Context: an optimization exercise on an open-source flow, tuned for small area. The choices shown serve that exercise and are no tape-out recipe. Only simulation tests tie the RTL to the original design; equivalence was not proved. Power figures rest on the tool's default switching activity, not on a simulated workload.

==> v9 <==
## top_leds
module top_leds(
  input         clk,
  input         reset,
  input  [76:0] str,
  input         new_string,
  output [15:0] ledsOut
);
==> flow/config.mk <==
export PLATFORM = sky130hd
export DESIGN_NAME = top_leds
export DESIGN_NICKNAME = top_leds
export VERILOG_FILES = /design/flow/design.v
export SDC_FILE = /design/flow/constraint.sdc
export NUM_CORES = 4
export LEC_CHECK = 0
export CAP_MARGIN = 20
export CORE_MARGIN = 2
export CORE_UTILIZATION = 30
export SLEW_MARGIN = 20
export SYNTH_MEMORY_MAX_BITS = 65536
==> flow/constraint.sdc <==
create_clock -name core_clock -period 10.0 [get_ports {clk}]
set_input_delay 2.0000 -clock core_clock [delete_from_list [all_inputs] [get_ports {clk}]]
set_output_delay 2.0000 -clock core_clock [all_outputs]
set_load 0.01 [all_outputs]
run.sh (not shown) runs the stock make flow with config.mk's settings and CLKGATE_MAP_FILE= SYNTH_SCRIPT=/design/flow/synth_recipe.tcl, a recipe that flattens the netlist after the stock synthesis.
==> v13 (differences from v9) <==
--- a/flow/config.mk
+++ b/flow/config.mk
@@ -6,4 +6,5 @@
 export NUM_CORES = 4
 export LEC_CHECK = 0
+export ABC_AREA = 1
 export CAP_MARGIN = 20
 export CORE_MARGIN = 2
==> qor summary <==
item	v9	v13
Biggest area consumer among synthesized cells	sky130_fd_sc_hd__dfxtp_1	sky130_fd_sc_hd__nand2_1
P_leak	0.00339 uW	0.00457 uW
Core area	0.0313 mm^2	0.0278 mm^2
Floorplan row count	65	61
Source of the critical timing path	rreg[2]$_SDFFCE_PP0P_	T[2]$_SDFFE_PP0P_
Measured slew at the worst slew-check pin	1200 ps	986 ps
Cell area after layout	0.0105 mm^2	0.00961 mm^2
Global-route wire length before repair	79900 um	63700 um
Share of the final layout cell area in multi-input gates	0.685	0.625
Most used standard cell by instance count after synthesis	sky130_fd_sc_hd__a21oi_1	sky130_fd_sc_hd__nand2_1
Met1 Track Usage GR	0.413	0.354
Classification of the worst setup path	reg2reg	reg2out
Post-synthesis share of cell area spent on and, or, nand and nor gates	0.255	0.454
Number of antenna violations at the first check in global routing	2	3
Insertion delay of the later-clocked pin in the worst-skew pair	350 ps	340 ps
Worst slew slack as a fraction of its limit	0.177	0.342
Fraction of the mapped netlist area in adder cells	0.0396	0.0443
Reported clock group power	325 uW	346 uW
First-pass detailed-route iteration total	6	5
Number of clock buffers in the layout	10	12
Net switching power figure	202 uW	188 uW
Status	complete, no violations	complete, no violations
Portion of netlist area occupied by mux cells	0.0329	0.00118
Pin count of the biggest net entering global routing	110	56
Finished Layout Cells	1742	1936

* * *

==> build 59: inputs <==
Another version of the RTL of top_leds (not shown whole).
export LEC_CHECK = 0
export ABC_AREA = 1
export CAP_MARGIN = 20
export CORE_MARGIN = 2
export CORE_UTILIZATION = 50
export CTS_BUF_LIST = sky130_fd_sc_hd__clkbuf_8
export CTS_CLUSTER_SIZE = 24
export GPL_TIMING_DRIVEN = 0
export SLEW_MARGIN = 20
export SYNTH_MEMORY_MAX_BITS = 65536
create_clock -name core_clock -period 10.0 [get_ports {clk}]
standard.sh (not shown) runs the stock make flow with config.mk's settings and CLKGATE_MAP_FILE= SYNTH_SCRIPT=/design/flow/synth_recipe.tcl, a recipe that flattens the netlist after the stock synthesis.
==> flow/flow/run.sh <==
#!/bin/bash
# Own layout flow: the standard flow (standard.sh) with two changes.
#  1. Synthesis is the standard synthesis script, except that its one
#     technology-mapping ABC call runs flow/abc_area_deep.script (deep AIG
#     optimisation, then area-only mapping) instead of ORFS's abc_area.script.
#     Registers come from the same Yosys steps, so they are the standard ones.
#     Yosys's extract_fa is skipped too, so ABC maps the few counters as
#     plain logic instead of fixed half-adder cells.
#  2. Port buffers use the smallest buffer cell, sky130_fd_sc_hd__buf_1.
#  3. Clock tree synthesis uses a clkbuf_8 root, clkbuf_4 buffers below it
#     and no dummy loads.
# Each step's output goes to a log file of its own in the work folder (and
# ORFS's own per-step logs stay under orfs/logs/).
set -euo pipefail
W=$(pwd)
F=$W/flow
{
  echo "proc abc {args} {"
  echo "  set i [lsearch -exact \$args -script]"
  echo "  if {\$i >= 0} { lset args [expr {\$i + 1}] {$F/abc_area_deep.script} }"
  echo "  yosys abc {*}\$args"
  echo "}"
  echo "proc extract_fa {args} {}"
  cat "$W/synth_recipe.tcl"
} > "$W/own_synth.tcl"
bash "$W/standard.sh" SYNTH_SCRIPT="$W/own_synth.tcl" synth > "$W/log_1_synth.txt" 2>&1
export BUFFER_PORTS_ARGS="-buffer_cell sky130_fd_sc_hd__buf_1"
export CTS_ARGS="-sink_clustering_enable -repair_clock_nets -root_buf sky130_fd_sc_hd__clkbuf_8 -buf_list sky130_fd_sc_hd__clkbuf_4 -sink_clustering_size 24 -dont_use_dummy_load"
bash "$W/standard.sh" finish > "$W/log_2_layout.txt" 2>&1
==> flow/flow/abc_area_deep.script <==
strash
&get -n
&deepsyn -T 900
&put
dch
amap
topo
==> trial 33: changes against build 59 <==
--- a/flow/flow/run.sh
+++ b/flow/flow/run.sh
@@ -7,8 +7,7 @@
 #     Yosys's extract_fa is skipped too, so ABC maps the few counters as
 #     plain logic instead of fixed half-adder cells.
 #  2. Port buffers use the smallest buffer cell, sky130_fd_sc_hd__buf_1.
-#  3. Clock tree synthesis uses a clkbuf_8 root, clkbuf_4 buffers below it
-#     and no dummy loads.
+#  3. Clock tree synthesis uses clkbuf_8 buffers and no dummy loads.
 # Each step's output goes to a log file of its own in the work folder (and
 # ORFS's own per-step logs stay under orfs/logs/).
 set -euo pipefail
@@ -25,5 +24,5 @@
 } > "$W/own_synth.tcl"
 bash "$W/standard.sh" SYNTH_SCRIPT="$W/own_synth.tcl" synth > "$W/log_1_synth.txt" 2>&1
 export BUFFER_PORTS_ARGS="-buffer_cell sky130_fd_sc_hd__buf_1"
-export CTS_ARGS="-sink_clustering_enable -repair_clock_nets -root_buf sky130_fd_sc_hd__clkbuf_8 -buf_list sky130_fd_sc_hd__clkbuf_4 -sink_clustering_size 24 -dont_use_dummy_load"
+export CTS_ARGS="-sink_clustering_enable -repair_clock_nets -buf_list sky130_fd_sc_hd__clkbuf_8 -sink_clustering_size 24 -dont_use_dummy_load"
 bash "$W/standard.sh" finish > "$W/log_2_layout.txt" 2>&1
==> flow/flow/abc_area_deep.script (replaced) <==
strash
&get -n
&deepsyn -T 600
&put
dch
amap
topo
==> metrics.md <==
| Metric | Value |
|---|---|
| Final period util | `around 90%` |
| Clk pwr share | `around 31%` |
| Crit path depth | `24` |
| Run status | `timing/DRC/antenna clean` |
| Core area | `between 10000 and 15000 um^2` |
| Slowest stage delay, CP | `~950 ps` |
| Net switching fraction of the power | `between 20% and 30%` |
| DIE AREA | `12300 um^2` |
| Sequential share of cell area | `roughly a quarter` |
| First-pass GRT wire length | `approximately 40 mm` |
| Sequential share of power | `a little under three fifths` |
[end of results for trial 33]
==> metrics.md <==
| Metric | Value |
|---|---|
| Core area | `11000 um^2` |
| Crit path depth | `22` |
| Sequential share of power | `between 50 and 60%` |
| First-pass GRT wire length | `39.3 mm` |
| Synth area leader | `edfxtp_1` |
| Final period util | `83.8%` |
| Sequential share of cell area | `26.3%` |
| DIE AREA | `about 12000 um^2` |
| Slowest stage delay, CP | `940 ps` |
| Run status | `timing/DRC/antenna clean` |
| Clk pwr share | `30.2%` |
| Crit-path slowest cell | `o21ai_0` |
| Net switching fraction of the power | `26.0%` |
[end of results for build 59]

## separate check: timing with driven ports
The flow's constraints put no driver on any port. The routed layouts listed below were extracted and timed again, unchanged, in two steps.
Step 1, drivers: a clkbuf_16 drives clk and a buf_2 each remaining input, both assumed.
Step 2 adds t to the input delays and takes it off the output delays; t is the mean of the earliest and latest rising clock arrival at the registers after step 1. Input paths then give back, and output paths get back, about the clock's delay inside the block.
Slacks: ideal ports / drivers / drivers and shift; pairs: ideal ports / drivers.
run	t, ns	slack for setup (ns)	slew at the worst register clock pin (ns)	worst data-port slew with drivers (ns)	cell pins on the clock port's net
v9	0.380	4.540 / 4.540 / 4.540	0.07 / 0.07	0.04	1
v13	0.373	5.713 / 5.675 / 5.626	0.06 / 0.06	0.04	1
build 59	0.375	1.620 / 1.620 / 1.620	0.07 / 0.07	0.04	1
trial 33	0.406	1.003 / 1.003 / 1.003	0.09 / 0.09	0.04	1
After both steps every run listed still meets setup and hold. For v13, which loses most, drivers alone change the setup slack by -0.038 ns; drivers and shift together by -0.087 ns.
